This is an optimization exercise on Yosys and OpenROAD, whose aim is small area and a short achievable clock period, not a production implementation.
Where RTL was checked, it was by simulation tests only, not by an equivalence proof against the original.

==> inputs of job 5346 <==
==> flow/design.v <==
typedef enum logic [2:0] {OP_AND=3'h3, OP_ADD=3'h2, OP_XOR=3'h4, OP_MULT=3'h1, OP_NULL=3'h0} opcode;
`timescale 1 ns / 1 ps
module tinyalu (
	input  [7:0]  A,
	input  [7:0]  B,
	input  [2:0]  op,
	input         clk,
	input         reset_n,
	input         start,
	output        done,
	output [15:0] result
);
wire is_mult = (op == OP_MULT);
wire is_add  = (op == OP_ADD);
wire is_and  = (op == OP_AND);
wire is_xor  = (op == OP_XOR);
reg  [8:0] r_q;
reg        d_q;
wire       r_add = reset_n & is_add;
wire       r_and = reset_n & is_and;
wire       r_xor = reset_n & is_xor;
wire [8:0] sum   = A + B;
wire [8:0] r_d   = ({9{r_add}} & sum) | ({9{r_and}} & {1'b0, A & B}) | ({9{r_xor}} & {1'b0, A ^ B});
always @(posedge clk) begin
	if (!reset_n || is_add || is_and || is_xor)
		r_q <= r_d;
	d_q <= reset_n & start & (is_add | is_and | is_xor);
end
wire        en_m = start & is_mult;
reg  [7:0]  a_q, b_q;
reg  [15-1:0] s_q;
reg  [14-1:0] c_q;
reg  [15:0] m2_q, m_q;
reg  [2:0]  p_q;
reg         v_q;
reg         ci_q;
	wire pp0_0 = a_q[0] & b_q[0];
	wire pp0_1 = a_q[0] & b_q[1];
	wire pp0_2 = a_q[0] & b_q[2];
	wire pp0_3 = a_q[0] & b_q[3];
	wire pp0_4 = a_q[0] & b_q[4];
	wire pp0_5 = a_q[0] & b_q[5];
	wire pp0_6 = a_q[0] & b_q[6];
	wire pp0_7 = a_q[0] & b_q[7];
	wire pp1_0 = a_q[1] & b_q[0];
	wire pp1_1 = a_q[1] & b_q[1];
	wire pp1_2 = a_q[1] & b_q[2];
	wire pp1_3 = a_q[1] & b_q[3];
	wire pp1_4 = a_q[1] & b_q[4];
	wire pp1_5 = a_q[1] & b_q[5];
	wire pp1_6 = a_q[1] & b_q[6];
	wire pp1_7 = a_q[1] & b_q[7];
	wire pp2_0 = a_q[2] & b_q[0];
	wire pp2_1 = a_q[2] & b_q[1];
	wire pp2_2 = a_q[2] & b_q[2];
	wire pp2_3 = a_q[2] & b_q[3];
	wire pp2_4 = a_q[2] & b_q[4];
	wire pp2_5 = a_q[2] & b_q[5];
	wire pp2_6 = a_q[2] & b_q[6];
	wire pp2_7 = a_q[2] & b_q[7];
	wire pp3_0 = a_q[3] & b_q[0];
	wire pp3_1 = a_q[3] & b_q[1];
	wire pp3_2 = a_q[3] & b_q[2];
	wire pp3_3 = a_q[3] & b_q[3];
	wire pp3_4 = a_q[3] & b_q[4];
	wire pp3_5 = a_q[3] & b_q[5];
	wire pp3_6 = a_q[3] & b_q[6];
	wire pp3_7 = a_q[3] & b_q[7];
	wire pp4_0 = a_q[4] & b_q[0];
	wire pp4_1 = a_q[4] & b_q[1];
	wire pp4_2 = a_q[4] & b_q[2];
	wire pp4_3 = a_q[4] & b_q[3];
	wire pp4_4 = a_q[4] & b_q[4];
	wire pp4_5 = a_q[4] & b_q[5];
	wire pp4_6 = a_q[4] & b_q[6];
	wire pp4_7 = a_q[4] & b_q[7];
	wire pp5_0 = a_q[5] & b_q[0];
	wire pp5_1 = a_q[5] & b_q[1];
	wire pp5_2 = a_q[5] & b_q[2];
	wire pp5_3 = a_q[5] & b_q[3];
	wire pp5_4 = a_q[5] & b_q[4];
	wire pp5_5 = a_q[5] & b_q[5];
	wire pp5_6 = a_q[5] & b_q[6];
	wire pp5_7 = a_q[5] & b_q[7];
	wire pp6_0 = a_q[6] & b_q[0];
	wire pp6_1 = a_q[6] & b_q[1];
	wire pp6_2 = a_q[6] & b_q[2];
	wire pp6_3 = a_q[6] & b_q[3];
	wire pp6_4 = a_q[6] & b_q[4];
	wire pp6_5 = a_q[6] & b_q[5];
	wire pp6_6 = a_q[6] & b_q[6];
	wire pp6_7 = a_q[6] & b_q[7];
	wire pp7_0 = a_q[7] & b_q[0];
	wire pp7_1 = a_q[7] & b_q[1];
	wire pp7_2 = a_q[7] & b_q[2];
	wire pp7_3 = a_q[7] & b_q[3];
	wire pp7_4 = a_q[7] & b_q[4];
	wire pp7_5 = a_q[7] & b_q[5];
	wire pp7_6 = a_q[7] & b_q[6];
	wire pp7_7 = a_q[7] & b_q[7];
	wire hs1 = pp0_6 ^ pp1_5;
	wire hc2 = pp0_6 & pp1_5;
	wire fs3 = pp0_7 ^ pp1_6 ^ pp2_5;
	wire fc4 = (pp0_7 & pp1_6) | (pp0_7 & pp2_5) | (pp1_6 & pp2_5);
	wire hs5 = pp3_4 ^ pp4_3;
	wire hc6 = pp3_4 & pp4_3;
	wire fs7 = pp1_7 ^ pp2_6 ^ pp3_5;
	wire fc8 = (pp1_7 & pp2_6) | (pp1_7 & pp3_5) | (pp2_6 & pp3_5);
	wire hs9 = pp4_4 ^ pp5_3;
	wire hc10 = pp4_4 & pp5_3;
	wire fs11 = pp2_7 ^ pp3_6 ^ pp4_5;
	wire fc12 = (pp2_7 & pp3_6) | (pp2_7 & pp4_5) | (pp3_6 & pp4_5);
	wire hs13 = pp0_4 ^ pp1_3;
	wire hc14 = pp0_4 & pp1_3;
	wire fs15 = pp0_5 ^ pp1_4 ^ pp2_3;
	wire fc16 = (pp0_5 & pp1_4) | (pp0_5 & pp2_3) | (pp1_4 & pp2_3);
	wire hs17 = pp3_2 ^ pp4_1;
	wire hc18 = pp3_2 & pp4_1;
	wire fs19 = hs1 ^ pp2_4 ^ pp3_3;
	wire fc20 = (hs1 & pp2_4) | (hs1 & pp3_3) | (pp2_4 & pp3_3);
	wire fs21 = pp4_2 ^ pp5_1 ^ pp6_0;
	wire fc22 = (pp4_2 & pp5_1) | (pp4_2 & pp6_0) | (pp5_1 & pp6_0);
	wire fs23 = fs3 ^ hs5 ^ pp5_2;
	wire fc24 = (fs3 & hs5) | (fs3 & pp5_2) | (hs5 & pp5_2);
	wire fs25 = pp6_1 ^ pp7_0 ^ hc2;
	wire fc26 = (pp6_1 & pp7_0) | (pp6_1 & hc2) | (pp7_0 & hc2);
	wire fs27 = fs7 ^ hs9 ^ pp6_2;
	wire fc28 = (fs7 & hs9) | (fs7 & pp6_2) | (hs9 & pp6_2);
	wire fs29 = pp7_1 ^ fc4 ^ hc6;
	wire fc30 = (pp7_1 & fc4) | (pp7_1 & hc6) | (fc4 & hc6);
	wire fs31 = fs11 ^ pp5_4 ^ pp6_3;
	wire fc32 = (fs11 & pp5_4) | (fs11 & pp6_3) | (pp5_4 & pp6_3);
	wire fs33 = pp7_2 ^ fc8 ^ hc10;
	wire fc34 = (pp7_2 & fc8) | (pp7_2 & hc10) | (fc8 & hc10);
	wire fs35 = pp3_7 ^ pp4_6 ^ pp5_5;
	wire fc36 = (pp3_7 & pp4_6) | (pp3_7 & pp5_5) | (pp4_6 & pp5_5);
	wire fs37 = pp6_4 ^ pp7_3 ^ fc12;
	wire fc38 = (pp6_4 & pp7_3) | (pp6_4 & fc12) | (pp7_3 & fc12);
	wire fs39 = pp4_7 ^ pp5_6 ^ pp6_5;
	wire fc40 = (pp4_7 & pp5_6) | (pp4_7 & pp6_5) | (pp5_6 & pp6_5);
	wire hs41 = pp0_3 ^ pp1_2;
	wire hc42 = pp0_3 & pp1_2;
	wire fs43 = hs13 ^ pp2_2 ^ pp3_1;
	wire fc44 = (hs13 & pp2_2) | (hs13 & pp3_1) | (pp2_2 & pp3_1);
	wire fs45 = fs15 ^ hs17 ^ pp5_0;
	wire fc46 = (fs15 & hs17) | (fs15 & pp5_0) | (hs17 & pp5_0);
	wire fs47 = fs19 ^ fs21 ^ fc16;
	wire fc48 = (fs19 & fs21) | (fs19 & fc16) | (fs21 & fc16);
	wire fs49 = fs23 ^ fs25 ^ fc20;
	wire fc50 = (fs23 & fs25) | (fs23 & fc20) | (fs25 & fc20);
	wire fs51 = fs27 ^ fs29 ^ fc24;
	wire fc52 = (fs27 & fs29) | (fs27 & fc24) | (fs29 & fc24);
	wire fs53 = fs31 ^ fs33 ^ fc28;
	wire fc54 = (fs31 & fs33) | (fs31 & fc28) | (fs33 & fc28);
	wire fs55 = fs35 ^ fs37 ^ fc32;
	wire fc56 = (fs35 & fs37) | (fs35 & fc32) | (fs37 & fc32);
	wire fs57 = fs39 ^ pp7_4 ^ fc36;
	wire fc58 = (fs39 & pp7_4) | (fs39 & fc36) | (pp7_4 & fc36);
	wire fs59 = pp5_7 ^ pp6_6 ^ pp7_5;
	wire fc60 = (pp5_7 & pp6_6) | (pp5_7 & pp7_5) | (pp6_6 & pp7_5);
	wire hs61 = pp0_2 ^ pp1_1;
	wire hc62 = pp0_2 & pp1_1;
	wire fs63 = hs41 ^ pp2_1 ^ pp3_0;
	wire fc64 = (hs41 & pp2_1) | (hs41 & pp3_0) | (pp2_1 & pp3_0);
	wire fs65 = fs43 ^ pp4_0 ^ hc42;
	wire fc66 = (fs43 & pp4_0) | (fs43 & hc42) | (pp4_0 & hc42);
	wire fs67 = fs45 ^ hc14 ^ fc44;
	wire fc68 = (fs45 & hc14) | (fs45 & fc44) | (hc14 & fc44);
	wire fs69 = fs47 ^ hc18 ^ fc46;
	wire fc70 = (fs47 & hc18) | (fs47 & fc46) | (hc18 & fc46);
	wire fs71 = fs49 ^ fc22 ^ fc48;
	wire fc72 = (fs49 & fc22) | (fs49 & fc48) | (fc22 & fc48);
	wire fs73 = fs51 ^ fc26 ^ fc50;
	wire fc74 = (fs51 & fc26) | (fs51 & fc50) | (fc26 & fc50);
	wire fs75 = fs53 ^ fc30 ^ fc52;
	wire fc76 = (fs53 & fc30) | (fs53 & fc52) | (fc30 & fc52);
	wire fs77 = fs55 ^ fc34 ^ fc54;
	wire fc78 = (fs55 & fc34) | (fs55 & fc54) | (fc34 & fc54);
	wire fs79 = fs57 ^ fc38 ^ fc56;
	wire fc80 = (fs57 & fc38) | (fs57 & fc56) | (fc38 & fc56);
	wire fs81 = fs59 ^ fc40 ^ fc58;
	wire fc82 = (fs59 & fc40) | (fs59 & fc58) | (fc40 & fc58);
	wire fs83 = pp6_7 ^ pp7_6 ^ fc60;
	wire fc84 = (pp6_7 & pp7_6) | (pp6_7 & fc60) | (pp7_6 & fc60);
	wire [15-1:0] s_d = {pp7_7, fs83, fs81, fs79, fs77, fs75, fs73, fs71, fs69, fs67, fs65, fs63, hs61, pp0_1, pp0_0};
	wire [14-1:0] c_d = {fc84, fc82, fc80, fc78, fc76, fc74, fc72, fc70, fc68, fc66, fc64, hc62, pp2_0, pp1_0};
	wire ci_d = 1'b0;
	wire [15:0] prod = s_q + ({c_q, 1'b0} << (1 - 1)) + ({15'd0, ci_q} << 1);
always @(posedge clk) begin
	if (en_m) begin
		a_q  <= A;
		b_q  <= B;
		s_q  <= s_d;
		c_q  <= c_d;
		ci_q <= ci_d;
		m2_q <= prod;
		m_q  <= m2_q;
	end
end
always @(posedge clk) begin
	if (!reset_n) begin
		p_q <= 3'd0;
		v_q <= 1'b0;
	end else if (en_m) begin
		p_q <= {p_q[1] & p_q[0], p_q[1] ^ p_q[0], ~p_q[0] & ~p_q[2]};
		v_q <= v_q | (p_q == 3'd3);
	end
end
wire sel_m = is_mult & v_q;
assign done   = is_mult ? p_q[2] : d_q;
assign result = ({16{sel_m}} & m_q) | ({16{~is_mult}} & {7'd0, r_q});
endmodule
==> flow/flow/run.sh <==
#!/bin/bash
# Standard layout, except: ports buffered with buf_1, and full adders left to ABC
# (no extract_fa into sky130 fa/ha cells).
export BUFFER_PORTS_ARGS="-buffer_cell sky130_fd_sc_hd__buf_1"
export ADDER_MAP_FILE=
bash standard.sh > standard.log 2>&1
==> flow/standard.sh <==
#!/bin/bash
# synth_recipe.tcl (not shown) runs the flow's synth.tcl, then flattens the netlist and writes it again
# the make line also repeats each setting of config.mk as NAME=value (left out here)
make -C /OpenROAD-flow-scripts/flow DESIGN_CONFIG=/design/flow/config.mk WORK_HOME=/design/flow/orfs CLKGATE_MAP_FILE= SYNTH_SCRIPT=/design/flow/synth_recipe.tcl "${@:-finish}"
==> flow/config.mk <==
export PLATFORM = sky130hd
export DESIGN_NAME = tinyalu
export DESIGN_NICKNAME = tinyalu
export VERILOG_FILES = /design/flow/design.v
export SDC_FILE = /design/flow/constraint.sdc
export NUM_CORES = 4
export LEC_CHECK = 0
export ABC_CLOCK_PERIOD_IN_PS = 2200
export CAP_MARGIN = 20
export CORE_MARGIN = 2
export CORE_UTILIZATION = 40
export CTS_BUF_LIST = sky130_fd_sc_hd__clkbuf_8
export SETUP_SLACK_MARGIN = 1.6
export SLEW_MARGIN = 20
==> flow/constraint.sdc <==
create_clock -name core_clock -period 4.2 [get_ports {clk}]
set_input_delay 0.8400 -clock core_clock [delete_from_list [all_inputs] [get_ports {clk}]]
set_output_delay 0.8400 -clock core_clock [all_outputs]
set_load 0.01 [all_outputs]
==> job 5687 (differences from job 5346) <==
--- a/flow/design.v
+++ b/flow/design.v
@@ -21,3 +21,4 @@
 wire       r_xor = reset_n & is_xor;
-wire [8:0] sum   = A + B;
+wire [8:0] sum;
+alu_add u_add (.A(A), .B(B), .sum(sum));
 wire [8:0] r_d   = ({9{r_add}} & sum) | ({9{r_and}} & {1'b0, A & B}) | ({9{r_xor}} & {1'b0, A ^ B});
@@ -212 +213,8 @@
 endmodule
+module alu_add (
+	input  [7:0] A,
+	input  [7:0] B,
+	output [8:0] sum
+);
+assign sum = A + B;
+endmodule
==> flow/flow/run.sh (replaced) <==
#!/bin/bash
# Layout flow: the standard flow (standard.sh, ORFS) with these changes only:
#  - the ports are buffered with sky130_fd_sc_hd__buf_1 (BUFFER_PORTS_ARGS);
#  - synthesis does not extract full/half adders into fa/ha cells (ADDER_MAP_FILE
#    empty), so ABC maps the adders;
#  - CTS without dummy loads (CTS_ARGS);
#  - ABC maps module alu_add with ORFS's speed script and the rest of the design
#    with flow/abc_area_d.script (delay-oriented mapping with area recovery).
# Synthesis is otherwise the standard flow's own script (synth_recipe.tcl: synth -nofsm -noshare,
# flatten, rename), so the registers are the standard synthesis's.
set -euo pipefail
W=$PWD
F=$W/flow
python3 $F/patch_synth.py "$FLOW_HOME/scripts/synth.tcl" $W/synth_my.tcl > patch.log 2>&1
sed "s#^source \$::env(SCRIPTS_DIR)/synth.tcl#source $W/synth_my.tcl#" synth_recipe.tcl > synth_recipe_my.tcl
grep -q "^source $W/synth_my.tcl" synth_recipe_my.tcl
sed "s#SYNTH_SCRIPT=[^ ]*synth_recipe.tcl#SYNTH_SCRIPT=$W/synth_recipe_my.tcl#" standard.sh > standard_my.sh
grep -q "SYNTH_SCRIPT=$W/synth_recipe_my.tcl" standard_my.sh
export BUFFER_PORTS_ARGS="-buffer_cell sky130_fd_sc_hd__buf_1"
export ADDER_MAP_FILE=
export MY_ABC_SCRIPT=$F/abc_area_d.script
export MY_ABC_SPEED_MODULES=alu_add
# clock tree: CTS with clkbuf_8 and without dummy loads
export CTS_ARGS="-sink_clustering_enable -repair_clock_nets -buf_list sky130_fd_sc_hd__clkbuf_8 -dont_use_dummy_load"
bash standard_my.sh > standard.log 2>&1
==> flow/flow/abc_area_d.script (new file) <==
strash
&get -n
&fraig -x
&put
scorr
dc2
dretime
strash
&get -n
&dch -f
&nf {D}
&put
buffer -c
topo
stime -c
upsize -c {D}
dnsize -c {D}
==> flow/flow/patch_synth.py (new file) <==
#!/usr/bin/env python3
"""Write a copy of ORFS's synth.tcl (argv[1]) to argv[2] in which the ABC mapping
step maps the modules in MY_ABC_SPEED_MODULES with ORFS's own script and the rest
with the script MY_ABC_SCRIPT. Nothing else in synthesis changes."""
import sys
src = open(sys.argv[1]).read()
old = "  log_cmd abc {*}$abc_args\n"
new = """  if { [info exists ::env(MY_ABC_SPEED_MODULES)] } {
    foreach m $::env(MY_ABC_SPEED_MODULES) { log_cmd abc {*}$abc_args $m }
  }
  log_cmd abc {*}[lreplace $abc_args 1 1 $::env(MY_ABC_SCRIPT)]
"""
assert src.count(old) == 1, "abc call not found in synth.tcl"
open(sys.argv[2], "w").write(src.replace(old, new))
--- a/flow/config.mk
+++ b/flow/config.mk
@@ -7,3 +7,2 @@
 export LEC_CHECK = 0
-export ABC_CLOCK_PERIOD_IN_PS = 2200
 export CAP_MARGIN = 20
@@ -14 +13,2 @@
 export SLEW_MARGIN = 20
+export SYNTH_HIERARCHICAL = 1
==> job 3576 (differences from job 5346) <==
--- a/flow/design.v
+++ b/flow/design.v
@@ -21,3 +21,4 @@
 wire       r_xor = reset_n & is_xor;
-wire [8:0] sum   = A + B;
+wire [8:0] sum;
+alu_add u_add (.A(A), .B(B), .sum(sum));
 wire [8:0] r_d   = ({9{r_add}} & sum) | ({9{r_and}} & {1'b0, A & B}) | ({9{r_xor}} & {1'b0, A ^ B});
@@ -212 +213,8 @@
 endmodule
+module alu_add (
+	input  [7:0] A,
+	input  [7:0] B,
+	output [8:0] sum
+);
+assign sum = A + B;
+endmodule
==> flow/flow/run.sh (replaced) <==
#!/bin/bash
# Layout flow: the standard flow (standard.sh, ORFS) with these changes only:
#  - the ports are buffered with sky130_fd_sc_hd__buf_1 (BUFFER_PORTS_ARGS);
#  - synthesis does not extract full/half adders into fa/ha cells (ADDER_MAP_FILE
#    empty), so ABC maps the adders;
#  - ABC maps module alu_add with ORFS's speed script and the rest of the design
#    with flow/abc_area_d.script (delay-oriented mapping with area recovery).
# Synthesis is otherwise the standard flow's own script (synth_recipe.tcl: synth -nofsm -noshare,
# flatten, rename), so the registers are the standard synthesis's.
set -euo pipefail
W=$PWD
F=$W/flow
python3 $F/patch_synth.py "$FLOW_HOME/scripts/synth.tcl" $W/synth_my.tcl > patch.log 2>&1
sed "s#^source \$::env(SCRIPTS_DIR)/synth.tcl#source $W/synth_my.tcl#" synth_recipe.tcl > synth_recipe_my.tcl
grep -q "^source $W/synth_my.tcl" synth_recipe_my.tcl
sed "s#SYNTH_SCRIPT=[^ ]*synth_recipe.tcl#SYNTH_SCRIPT=$W/synth_recipe_my.tcl#" standard.sh > standard_my.sh
grep -q "SYNTH_SCRIPT=$W/synth_recipe_my.tcl" standard_my.sh
export BUFFER_PORTS_ARGS="-buffer_cell sky130_fd_sc_hd__buf_1"
export ADDER_MAP_FILE=
export MY_ABC_SCRIPT=$F/abc_area_d.script
export MY_ABC_SPEED_MODULES=alu_add
bash standard_my.sh > standard.log 2>&1
==> flow/flow/abc_area_d.script (new file) <==
strash
&get -n
&fraig -x
&put
scorr
dc2
dretime
strash
&get -n
&dch -f
&nf {D}
&put
buffer -c
topo
stime -c
upsize -c {D}
dnsize -c {D}
==> flow/flow/patch_synth.py (new file) <==
#!/usr/bin/env python3
"""Write a copy of ORFS's synth.tcl (argv[1]) to argv[2] in which the ABC mapping
step maps the modules in MY_ABC_SPEED_MODULES with ORFS's own script and the rest
with the script MY_ABC_SCRIPT. Nothing else in synthesis changes."""
import sys
src = open(sys.argv[1]).read()
old = "  log_cmd abc {*}$abc_args\n"
new = """  if { [info exists ::env(MY_ABC_SPEED_MODULES)] } {
    foreach m $::env(MY_ABC_SPEED_MODULES) { log_cmd abc {*}$abc_args $m }
  }
  log_cmd abc {*}[lreplace $abc_args 1 1 $::env(MY_ABC_SCRIPT)]
"""
assert src.count(old) == 1, "abc call not found in synth.tcl"
open(sys.argv[2], "w").write(src.replace(old, new))
--- a/flow/config.mk
+++ b/flow/config.mk
@@ -7,3 +7,2 @@
 export LEC_CHECK = 0
-export ABC_CLOCK_PERIOD_IN_PS = 2200
 export CAP_MARGIN = 20
@@ -12,3 +11,4 @@
 export CTS_BUF_LIST = sky130_fd_sc_hd__clkbuf_8
-export SETUP_SLACK_MARGIN = 1.6
+export SETUP_SLACK_MARGIN = 1.7
 export SLEW_MARGIN = 20
+export SYNTH_HIERARCHICAL = 1
==> job 3008 (differences from job 5346) <==
--- a/flow/config.mk
+++ b/flow/config.mk
@@ -7,3 +7,3 @@
 export LEC_CHECK = 0
-export ABC_CLOCK_PERIOD_IN_PS = 2200
+export ABC_CLOCK_PERIOD_IN_PS = 1500
 export CAP_MARGIN = 20
@@ -12,3 +12,3 @@
 export CTS_BUF_LIST = sky130_fd_sc_hd__clkbuf_8
-export SETUP_SLACK_MARGIN = 1.6
+export SETUP_SLACK_MARGIN = 1.7
 export SLEW_MARGIN = 20
==> summary.md <==
| Metric | Value |
|---|---|
| P&R area growth vs syn | 23.08% |
| Met2 Use GR | a little over a quarter |
| Status | timing/DRC/antenna clean |
| Crit path DAT | around 3000 ps |
| Met2 routed WL | 5777 um |
| Sw Ratio | 26.89% |
# the run above: job 3008

==> summary.md <==
| Metric | Value |
|---|---|
| Status | timing/DRC/antenna clean |
| Met2 routed WL | roughly 4900 um |
| P&R area growth vs syn | 16.29% |
| Sw Ratio | 24.57% |
# the run above: job 3576

==> summary.md <==
| Metric | Value |
|---|---|
| Status | timing/DRC/antenna clean |
| Sw Ratio | between 20% and 30% |
| Crit path DAT | slightly above 3000 ps |
| P&R area growth vs syn | 18.54% |
| CLK BUF | 9 |
| Yosys top cell area share | a little under half |
| Met2 routed WL | 5816 um |
| Met2 Use GR | 26.37% |
| Worst hold start | m2_q[11]$_DFFE_PP_ |
# the run above: job 5346

==> summary.md <==
| Metric | Value |
|---|---|
| CTS Sinks | slightly above 90 |
| Required time of the critical path | around 3400 ps |
| Sequential area share after synthesis | between 40% and 50% |
| P&R area growth vs syn | 11.04% |
| Met2 routed WL | between 4000 and 5000 um |
| Status | timing/DRC/antenna clean |
| Antenna-violating nets left | 0 |
| Sw Ratio | approximately a quarter |
# the run above: job 5687

For job 5346 and job 3008, only the layout was checked, not whether the RTL still works.

==> port drivers added, routing unchanged <==
No port has a modelled driver above. Below, the same layouts with a new extraction and two added sets of constraints.
Step 1, drivers: a clkbuf_16 drives clk and a buf_2 each remaining input, both assumed.
Step 2 moves the port delays by t, midway between the first and last clock arrival at a register: inputs arrive t later, outputs are due t later. That takes back most of the time a late clock gives input paths.
a / b / c = ideal / step 1 / step 2; a / b = the first two.
| run | shift t [ns] | slack for setup (ns) | hold WS [ns] | pins driven straight from the clock port |
|---|---|---|---|---|
| job 5346 | 0.397 | 1.268 / 1.266 / 0.870 | 0.413 / 0.413 / 0.413 | 1 |
| job 5687 | 0.383 | 1.686 / 1.664 / 1.495 | 0.422 / 0.422 / 0.422 | 1 |
| job 3576 | 0.390 | 1.725 / 1.686 / 1.502 | 0.423 / 0.423 / 0.423 | 1 |
| job 3008 | 0.394 | 1.234 / 1.231 / 0.837 | 0.423 / 0.423 / 0.423 | 1 |
After both steps every run listed still meets setup and hold. The setup slack of job 5346, which loses most, moves by -0.002 ns with the drivers and by -0.398 ns with both steps.
